Context: an optimization exercise on an open-source flow, tuned for small area. The choices shown serve that exercise and are no tape-out recipe.
RTL that was checked went through simulation tests only; none was proved equivalent to the original.
Power and IR drop assume default switching activity.

==> flow/design.v (excerpt) <==
module zigbee_rx_back (
  input  logic       clk_i,
  input  logic       resetn_i,
  input  logic [4:0] ibb_i,
  input  logic [4:0] qbb_i,
  input  logic       iq_valid_i,
  input  logic       psel_i,
  input  logic       penable_i,
  input  logic       pwrite_i,
  output logic [7:0] prdata_o,
  output logic       pslverr_o,
  output logic       bit_o,
  output logic       bit_en_o
);
For scale: roughly 620 flip-flops, about 0.017 mm^2 of cells after synthesis.
Settings: LEC_CHECK=0, ABC_AREA=0, CAP_MARGIN=20, CORE_MARGIN=2, CORE_UTILIZATION=65, CTS_BUF_LIST=sky130_fd_sc_hd__clkbuf_8, CTS_CLUSTER_DIAMETER=50, CTS_CLUSTER_SIZE=16, PLACE_DENSITY=0.75, SLEW_MARGIN=20; clock period 10.0 ns.
run.sh (not shown) runs the stock make flow with config.mk's settings and CLKGATE_MAP_FILE= SYNTH_SCRIPT=/design/flow/synth_recipe.tcl, a recipe that flattens the netlist after the stock synthesis.
The first run passed the timing, design-rule and antenna checks.
Edit:
Settings changed: CAP_MARGIN 20 to 0, CORE_UTILIZATION 65 to 40, PLACE_DENSITY 0.75 to not set, SLEW_MARGIN 20 to 0.
=> The changed run finished with timing, DRC and antenna clean; sequential share of layout area falls by 1.4 points; count of clock-buffer cells in the layout is unchanged; global-route usage falls by 7.0 points; die area rises by 61%; via count rises by 1.1%; clock skew rises by 0.0075 ns; wire length rises by 4.2%; power rises by 2.2%; worst hold slack is worse by 0.014 ns; clock power rises by about 7%; cell count rises by 15%.
Edit:
==> flow/flow/run.sh (new file) <==
#!/bin/bash
# Layout flow: the standard flow (standard.sh) for every step, with these
# changes in how the layout is made:
#  - synthesis maps the logic with an area-oriented ABC script (abc_area.script
#    here, in place of ORFS's) and leaves adders to ABC (no ADDER_MAP_FILE);
#    the rest of synthesis is ORFS's, unchanged, so the registers are the
#    standard synthesis's;
#  - port buffers are sky130_fd_sc_hd__buf_1 (every port still gets one);
#  - clock tree synthesis leaves out dummy loads and uses clkbuf_8 buffers with
#    small sink clusters.
# Each step's full output goes to a log file in the work folder.
set -euo pipefail
WORK=$(pwd)
cp -r "$FLOW_HOME/scripts" "$WORK/scripts_own"
cp "$WORK/flow/abc_area.script" "$WORK/scripts_own/abc_area.script"
SCRIPTS_DIR="$WORK/scripts_own" ADDER_MAP_FILE= bash standard.sh synth > "$WORK/log_synth.txt" 2>&1
export BUFFER_PORTS_ARGS="-buffer_cell sky130_fd_sc_hd__buf_1"
export CTS_ARGS="-sink_clustering_enable -repair_clock_nets -dont_use_dummy_load -sink_clustering_size 16 -sink_clustering_max_diameter 50 -buf_list sky130_fd_sc_hd__clkbuf_8"
bash standard.sh finish > "$WORK/log_layout.txt" 2>&1
==> flow/flow/abc_area.script (new file) <==
strash
dch
map -a
mfs2 -a
strash
&get -n
&dch
&nf -R 1000
&put
topo
==> flow/standard.sh (new file) <==
#!/bin/bash
# synth_recipe.tcl (not shown) runs the flow's synth.tcl, then flattens the netlist and writes it again
# the make line also repeats each setting of config.mk as NAME=value (left out here)
make -C /OpenROAD-flow-scripts/flow DESIGN_CONFIG=/design/flow/config.mk WORK_HOME=/design/flow/orfs CLKGATE_MAP_FILE= SYNTH_SCRIPT=/design/flow/synth_recipe.tcl "${@:-finish}"
Settings changed: ABC_AREA 0 to 1, CAP_MARGIN 0 to 20, CORE_UTILIZATION 40 to 65, CTS_BUF_LIST sky130_fd_sc_hd__clkbuf_8 to not set, CTS_CLUSTER_DIAMETER 50 to not set, CTS_CLUSTER_SIZE 16 to not set, PLACE_DENSITY set to 0.75, SLEW_MARGIN 0 to 20.
removed: flow/run.sh
After rerunning: The new run completed with no timing, DRC or antenna violations. Wire length shrinks by a few percent. Power decreases by roughly a tenth. Design area is lower by a little under a tenth. Register-to-register slack is better by 0.11 ns. Via count rises slightly. Setup slack improves by 0.52 ns. Global-route usage went up by 7.6 points. Core utilization rose by 26 points. Maximum frequency goes up by a little under a tenth.
Edit:
==> flow/run.sh (new file) <==
#!/bin/bash
# synth_recipe.tcl (not shown) runs the flow's synth.tcl, then flattens the netlist and writes it again
# the make line also repeats each setting of config.mk as NAME=value (left out here)
make -C /OpenROAD-flow-scripts/flow DESIGN_CONFIG=/design/flow/config.mk WORK_HOME=/design/flow/orfs CLKGATE_MAP_FILE= SYNTH_SCRIPT=/design/flow/synth_recipe.tcl finish
Settings changed: ABC_AREA 1 to 0, CAP_MARGIN 20 to 0, CORE_UTILIZATION 65 to 80, CTS_BUF_LIST set to sky130_fd_sc_hd__clkbuf_8, CTS_CLUSTER_DIAMETER set to 50, CTS_CLUSTER_SIZE set to 16, PLACE_DENSITY 0.75 to 0.88, SLEW_MARGIN 20 to 0.
removed: flow/flow/run.sh
removed: flow/flow/abc_area.script
removed: flow/standard.sh
Routed wire length is higher by 36%.
Setup slack is worse by 1.2 ns.
Non-clock buffer count came out higher by 1.
Clock power increases by about 10%.
Cell area is higher by 5.8%.
Maximum frequency drops by about 16%.
Total power is higher by about 14%.
Final cell count shrinks by 3.3%.
First-iteration DRC count grows by 24%.
Function was not checked in any run of this note: the RTL went through the layout flow alone.

Setup of north:
Another version of the RTL of zigbee_rx_back (not shown whole).
Size in the first run: about 1100 cells after synthesis, about 620 flip-flops, roughly 27 I/O pins.
clock: 10.0 ns
lec_check: 0
abc_area: 1
cap_margin: 20
core_margin: 2
core_utilization: 65
place_density: 0.75
slew_margin: 20
standard.sh (not shown) runs the stock make flow with config.mk's settings and CLKGATE_MAP_FILE= SYNTH_SCRIPT=/design/flow/synth_recipe.tcl, a recipe that flattens the netlist after the stock synthesis.
==> flow/flow/run.sh <==
#!/bin/bash
# Layout flow: the standard flow (standard.sh) for every step, with these
# changes in how the layout is made:
#  - synthesis maps the logic with an area-oriented ABC script (abc_area.script
#    here, in place of ORFS's) and leaves adders to ABC (no ADDER_MAP_FILE);
#    the rest of synthesis is ORFS's, unchanged, so the registers are the
#    standard synthesis's;
#  - port buffers are sky130_fd_sc_hd__buf_1 (every port still gets one);
#  - clock tree synthesis leaves out dummy loads and uses clkbuf_8 buffers with
#    small sink clusters.
# Each step's full output goes to a log file in the work folder.
set -euo pipefail
WORK=$(pwd)
cp -r "$FLOW_HOME/scripts" "$WORK/scripts_own"
cp "$WORK/flow/abc_area.script" "$WORK/scripts_own/abc_area.script"
SCRIPTS_DIR="$WORK/scripts_own" ADDER_MAP_FILE= bash standard.sh synth > "$WORK/log_synth.txt" 2>&1
export BUFFER_PORTS_ARGS="-buffer_cell sky130_fd_sc_hd__buf_1"
export CTS_ARGS="-sink_clustering_enable -repair_clock_nets -dont_use_dummy_load -sink_clustering_size 16 -sink_clustering_max_diameter 50 -buf_list sky130_fd_sc_hd__clkbuf_8"
bash standard.sh finish > "$WORK/log_layout.txt" 2>&1
==> flow/flow/abc_area.script <==
strash
dch
map -a
mfs2 -a
strash
&get -n
&dch
&nf -R 1000
&put
topo
north | stages: all done | timing, DRC, antenna: all pass
Here is what was changed in the inputs of south compared with north.
# north
export LEC_CHECK = 0
export ABC_AREA = 1
export CAP_MARGIN = 20
export CORE_MARGIN = 2
export CORE_UTILIZATION = 65
export PLACE_DENSITY = 0.75
export SLEW_MARGIN = 20
create_clock -name core_clock -period 10.0 [get_ports {clk_i}]
# south
export LEC_CHECK = 0
export ABC_AREA = 1
export CAP_MARGIN = 20
export CORE_MARGIN = 2
export CORE_UTILIZATION = 75
export PLACE_DENSITY = 0.88
export SLEW_MARGIN = 20
create_clock -name core_clock -period 10.0 [get_ports {clk_i}]
-- flow/flow/run.sh --
<<< north, line 16
SCRIPTS_DIR="$WORK/scripts_own" ADDER_MAP_FILE= bash standard.sh synth > "$WORK/log_synth.txt" 2>&1
export BUFFER_PORTS_ARGS="-buffer_cell sky130_fd_sc_hd__buf_1"
export CTS_ARGS="-sink_clustering_enable -repair_clock_nets -dont_use_dummy_load -sink_clustering_size 16 -sink_clustering_max_diameter 50 -buf_list sky130_fd_sc_hd__clkbuf_8"
bash standard.sh finish > "$WORK/log_layout.txt" 2>&1
>>> south, line 16
SCRIPTS_DIR="$WORK/scripts_own" ADDER_MAP_FILE= bash standard.sh synth > "$WORK/log_synth.txt" 2>&1
export BUFFER_PORTS_ARGS="-buffer_cell sky130_fd_sc_hd__buf_1"
export CTS_ARGS="-sink_clustering_enable -repair_clock_nets -dont_use_dummy_load -sink_clustering_size 18 -sink_clustering_max_diameter 30 -buf_list sky130_fd_sc_hd__clkbuf_8"
bash standard.sh finish > "$WORK/log_layout.txt" 2>&1
[summary]
south completed end to end with timing, DRC and antenna clean.
The start point of the critical path comes out ibb_i[4] in one run and qbb_i[0] in the other, namely in south and north respectively.
[compare] base=north new=south: largest net degree at the start of global routing now sits lower, final layout net count +19, total chip power up 0.37 mW, global-route wire length before repair moved up, buffers inserted during post-CTS setup optimization ~0 delta.
south vs. north: highest net fanout along the worst path lower, area of all placed cells without fillers higher, max-slew violation count roughly the same, number of cells on the critical path higher, die width lower.

Another version of the RTL of zigbee_rx_back (not shown whole).
Size: roughly 1400 cells after synthesis, roughly 620 flip-flops, about 27 I/O pins, about 0.018 mm^2 of cells after synthesis.
## zigbee_rx_back
module zigbee_rx_back (
  input  logic       clk_i,
  input  logic       resetn_i,
  input  logic [4:0] ibb_i,
  input  logic [4:0] qbb_i,
  input  logic       iq_valid_i,
  input  logic       psel_i,
  input  logic       penable_i,
  input  logic       pwrite_i,
  output logic [7:0] prdata_o,
  output logic       pslverr_o,
  output logic       bit_o,
  output logic       bit_en_o
);
Settings: LEC_CHECK=0, ABC_AREA=1, CAP_MARGIN=20, CORE_MARGIN=2, CORE_UTILIZATION=40, CTS_BUF_LIST=sky130_fd_sc_hd__clkbuf_16, CTS_CLUSTER_DIAMETER=60, CTS_CLUSTER_SIZE=24, SLEW_MARGIN=20; clock period 10.0 ns.
run.sh (not shown) runs the stock make flow with config.mk's settings and CLKGATE_MAP_FILE= SYNTH_SCRIPT=/design/flow/synth_recipe.tcl, a recipe that flattens the netlist after the stock synthesis.
Stock flow here: none of the scripts above is used.
Rerun with:
--- a/flow/config.mk
+++ b/flow/config.mk
@@ -11,5 +11,5 @@
 export CORE_UTILIZATION = 40
-export CTS_BUF_LIST = sky130_fd_sc_hd__clkbuf_16
-export CTS_CLUSTER_DIAMETER = 60
-export CTS_CLUSTER_SIZE = 24
+export CTS_BUF_LIST = sky130_fd_sc_hd__clkbuf_8
+export CTS_CLUSTER_DIAMETER = 50
+export CTS_CLUSTER_SIZE = 16
 export SLEW_MARGIN = 20
After rerunning: Wire length barely changes. Cell count rises by about 0.7%. Clock skew grows by 6.8 ps.
Function was not checked in any run of this note: the RTL went through the layout flow alone.

## run 1
Another version of the RTL of zigbee_rx_back (not shown whole).
For scale: ~570 flip-flops, roughly 27 I/O pins, about 0.015 mm^2 of cells after synthesis.
export LEC_CHECK = 0
export ABC_AREA = 1
export CAP_MARGIN = 20
export CORE_MARGIN = 2
export CORE_UTILIZATION = 75
export PLACE_DENSITY = 0.88
export SLEW_MARGIN = 20
create_clock -name core_clock -period 10.0 [get_ports {clk_i}]
standard.sh (not shown) runs the stock make flow with config.mk's settings and CLKGATE_MAP_FILE= SYNTH_SCRIPT=/design/flow/synth_recipe.tcl, a recipe that flattens the netlist after the stock synthesis.
==> flow/flow/run.sh <==
#!/bin/bash
# Layout flow: the standard flow (standard.sh) for every step, with these
# changes in how the layout is made:
#  - synthesis maps the logic with an area-oriented ABC script (abc_area.script
#    here, in place of ORFS's) and leaves adders to ABC (no ADDER_MAP_FILE);
#    the rest of synthesis is ORFS's, unchanged, so the registers are the
#    standard synthesis's;
#  - port buffers are sky130_fd_sc_hd__buf_1 (every port still gets one);
#  - clock tree synthesis leaves out dummy loads and uses clkbuf_8 buffers with
#    small sink clusters.
# Each step's full output goes to a log file in the work folder.
set -euo pipefail
WORK=$(pwd)
cp -r "$FLOW_HOME/scripts" "$WORK/scripts_own"
cp "$WORK/flow/abc_area.script" "$WORK/scripts_own/abc_area.script"
SCRIPTS_DIR="$WORK/scripts_own" ADDER_MAP_FILE= bash standard.sh synth > "$WORK/log_synth.txt" 2>&1
export BUFFER_PORTS_ARGS="-buffer_cell sky130_fd_sc_hd__buf_1"
export CTS_ARGS="-sink_clustering_enable -repair_clock_nets -dont_use_dummy_load -sink_clustering_size 18 -sink_clustering_max_diameter 40 -buf_list sky130_fd_sc_hd__clkbuf_8"
bash standard.sh finish > "$WORK/log_layout.txt" 2>&1
==> flow/flow/abc_area.script <==
strash
&get -n
&dch
&nf -R 1000
&put
strash
&get -n
&dch
&nf -R 1000
&put
topo
What run 2 does differently from run 1 at the input level:
--- a/flow/flow/run.sh
+++ b/flow/flow/run.sh
@@ -17,3 +17,3 @@
 export BUFFER_PORTS_ARGS="-buffer_cell sky130_fd_sc_hd__buf_1"
-export CTS_ARGS="-sink_clustering_enable -repair_clock_nets -dont_use_dummy_load -sink_clustering_size 18 -sink_clustering_max_diameter 40 -buf_list sky130_fd_sc_hd__clkbuf_8"
+export CTS_ARGS="-sink_clustering_enable -repair_clock_nets -dont_use_dummy_load -sink_clustering_size 14 -sink_clustering_max_diameter 60 -buf_list sky130_fd_sc_hd__clkbuf_8"
 bash standard.sh finish > "$WORK/log_layout.txt" 2>&1
Notes after the runs:
Run 2 vs. run 1: post-route core utilization up 0.17 points, final hold violation count flat, share of the final layout cell area in sequential cells flat.
Edits applied to the flow inputs when going from run 2 to run 3:
--- a/flow/flow/run.sh
+++ b/flow/flow/run.sh
@@ -17,3 +17,3 @@
 export BUFFER_PORTS_ARGS="-buffer_cell sky130_fd_sc_hd__buf_1"
-export CTS_ARGS="-sink_clustering_enable -repair_clock_nets -dont_use_dummy_load -sink_clustering_size 14 -sink_clustering_max_diameter 60 -buf_list sky130_fd_sc_hd__clkbuf_8"
+export CTS_ARGS="-sink_clustering_enable -repair_clock_nets -dont_use_dummy_load -sink_clustering_size 16 -sink_clustering_max_diameter 70 -buf_list sky130_fd_sc_hd__clkbuf_8"
 bash standard.sh finish > "$WORK/log_layout.txt" 2>&1
--- outcome ---
- Against run 2, total power in run 3 fell slightly.
- Diff run 2..run 3 | fraction of area in multi-input gates | negligible
- Compared with run 2, run 3 improves post-layout instance area.
- First-iteration DRC count, run 3 vs run 2: down slightly
- Relative to run 2, final core utilization has decreased by 0.46 points in run 3.

Another version of the RTL of zigbee_rx_back (not shown whole).
Size: roughly 1,100 cells after synthesis, ~620 flip-flops, ~27 I/O pins.
clock: 10.0 ns
lec_check: 0
abc_area: 1
cap_margin: 20
core_margin: 2
core_utilization: 65
place_density: 0.75
slew_margin: 20
==> flow/flow/run.sh <==
#!/bin/bash
# Layout flow: the standard flow (standard.sh) for every step, with these
# changes in how the layout is made:
#  - synthesis maps the logic with an area-oriented ABC script (abc_area.script
#    here, in place of ORFS's) and leaves adders to ABC (no ADDER_MAP_FILE);
#    the rest of synthesis is ORFS's, unchanged, so the registers are the
#    standard synthesis's;
#  - port buffers are sky130_fd_sc_hd__buf_1 (every port still gets one);
#  - clock tree synthesis leaves out dummy loads and uses clkbuf_8 buffers with
#    small sink clusters.
# Each step's full output goes to a log file in the work folder.
set -euo pipefail
WORK=$(pwd)
cp -r "$FLOW_HOME/scripts" "$WORK/scripts_own"
cp "$WORK/flow/abc_area.script" "$WORK/scripts_own/abc_area.script"
SCRIPTS_DIR="$WORK/scripts_own" ADDER_MAP_FILE= bash standard.sh synth > "$WORK/log_synth.txt" 2>&1
export BUFFER_PORTS_ARGS="-buffer_cell sky130_fd_sc_hd__buf_1"
export CTS_ARGS="-sink_clustering_enable -repair_clock_nets -dont_use_dummy_load -sink_clustering_size 10 -sink_clustering_max_diameter 30 -buf_list sky130_fd_sc_hd__clkbuf_4"
bash standard.sh finish > "$WORK/log_layout.txt" 2>&1
==> flow/flow/abc_area.script <==
strash
dch
map -a
mfs2 -a
strash
&get -n
&dch
&nf -R 1000
&put
topo
==> next run, changes <==
--- a/flow/flow/run.sh
+++ b/flow/flow/run.sh
@@ -16,4 +16,4 @@
 SCRIPTS_DIR="$WORK/scripts_own" ADDER_MAP_FILE= bash standard.sh synth > "$WORK/log_synth.txt" 2>&1
 export BUFFER_PORTS_ARGS="-buffer_cell sky130_fd_sc_hd__buf_1"
-export CTS_ARGS="-sink_clustering_enable -repair_clock_nets -dont_use_dummy_load -sink_clustering_size 10 -sink_clustering_max_diameter 30 -buf_list sky130_fd_sc_hd__clkbuf_4"
+export CTS_ARGS="-sink_clustering_enable -repair_clock_nets -dont_use_dummy_load -sink_clustering_size 12 -sink_clustering_max_diameter 40 -buf_list {sky130_fd_sc_hd__clkbuf_4 sky130_fd_sc_hd__clkbuf_8}"
 bash standard.sh finish > "$WORK/log_layout.txt" 2>&1
Worst setup slack gets worse by 79 ps.
Global-route usage barely changes.
Die area stays the same.
Combinational power stays flat.
Non-clock buffer count is unchanged.
Sequential power barely changes.
Count of clock-buffer cells in the layout drops by 22.
No run of this note included a check of the RTL's function; only the layout flow was run.

-- separate check: timing with driven ports --
How much do the figures lean on ideal ports? The routed layouts below were timed once more, with nothing changed but the port constraints. Step 1: set_driving_cell puts a clkbuf_16 on clk_i and a buf_2 on each other input, an assumption about the parent block. Step 2 moves the port delays by t, midway between the first and last clock arrival at a register: inputs arrive t later, outputs are due t later. That takes back most of the time a late clock gives input paths. Slacks: ideal / step 1 / step 2; pairs: ideal / step 1.
run	t (ns)	slack for setup (ns)	worst register clock-pin slew, ns	worst slew at a driven data input, ns
the first run of note 1	0.604	3.444 / 3.466 / 2.862	0.10 / 0.10	0.03
the second run of note 1	0.645	3.524 / 3.548 / 2.902	0.10 / 0.10	0.03
the third run of note 1	0.589	4.044 / 4.065 / 3.476	0.10 / 0.10	0.03
the fourth run of note 1	0.627	2.883 / 2.903 / 2.276	0.11 / 0.11	0.05
north	0.593	4.272 / 4.299 / 3.706	0.09 / 0.09	0.03
south	0.609	3.389 / 3.410 / 2.801	0.10 / 0.10	0.06
the first run of note 3	0.589	3.310 / 3.331 / 2.742	0.09 / 0.09	0.03
the second run of note 3	0.671	3.428 / 3.444 / 2.773	0.10 / 0.10	0.03
run 1	0.587	3.006 / 3.020 / 2.434	0.10 / 0.10	0.04
run 2	0.597	3.085 / 3.104 / 2.507	0.09 / 0.09	0.04
run 3	0.593	3.025 / 3.042 / 2.449	0.12 / 0.12	0.04
the first run of note 5	0.684	4.480 / 4.498 / 3.814	0.10 / 0.10	0.03
the second run of note 5	0.615	4.401 / 4.419 / 3.804	0.08 / 0.08	0.03
After both steps setup and hold are still met in every run listed. For the first run of note 5, which loses most, drivers alone change the setup slack by +0.018 ns; drivers and shift together by -0.666 ns.
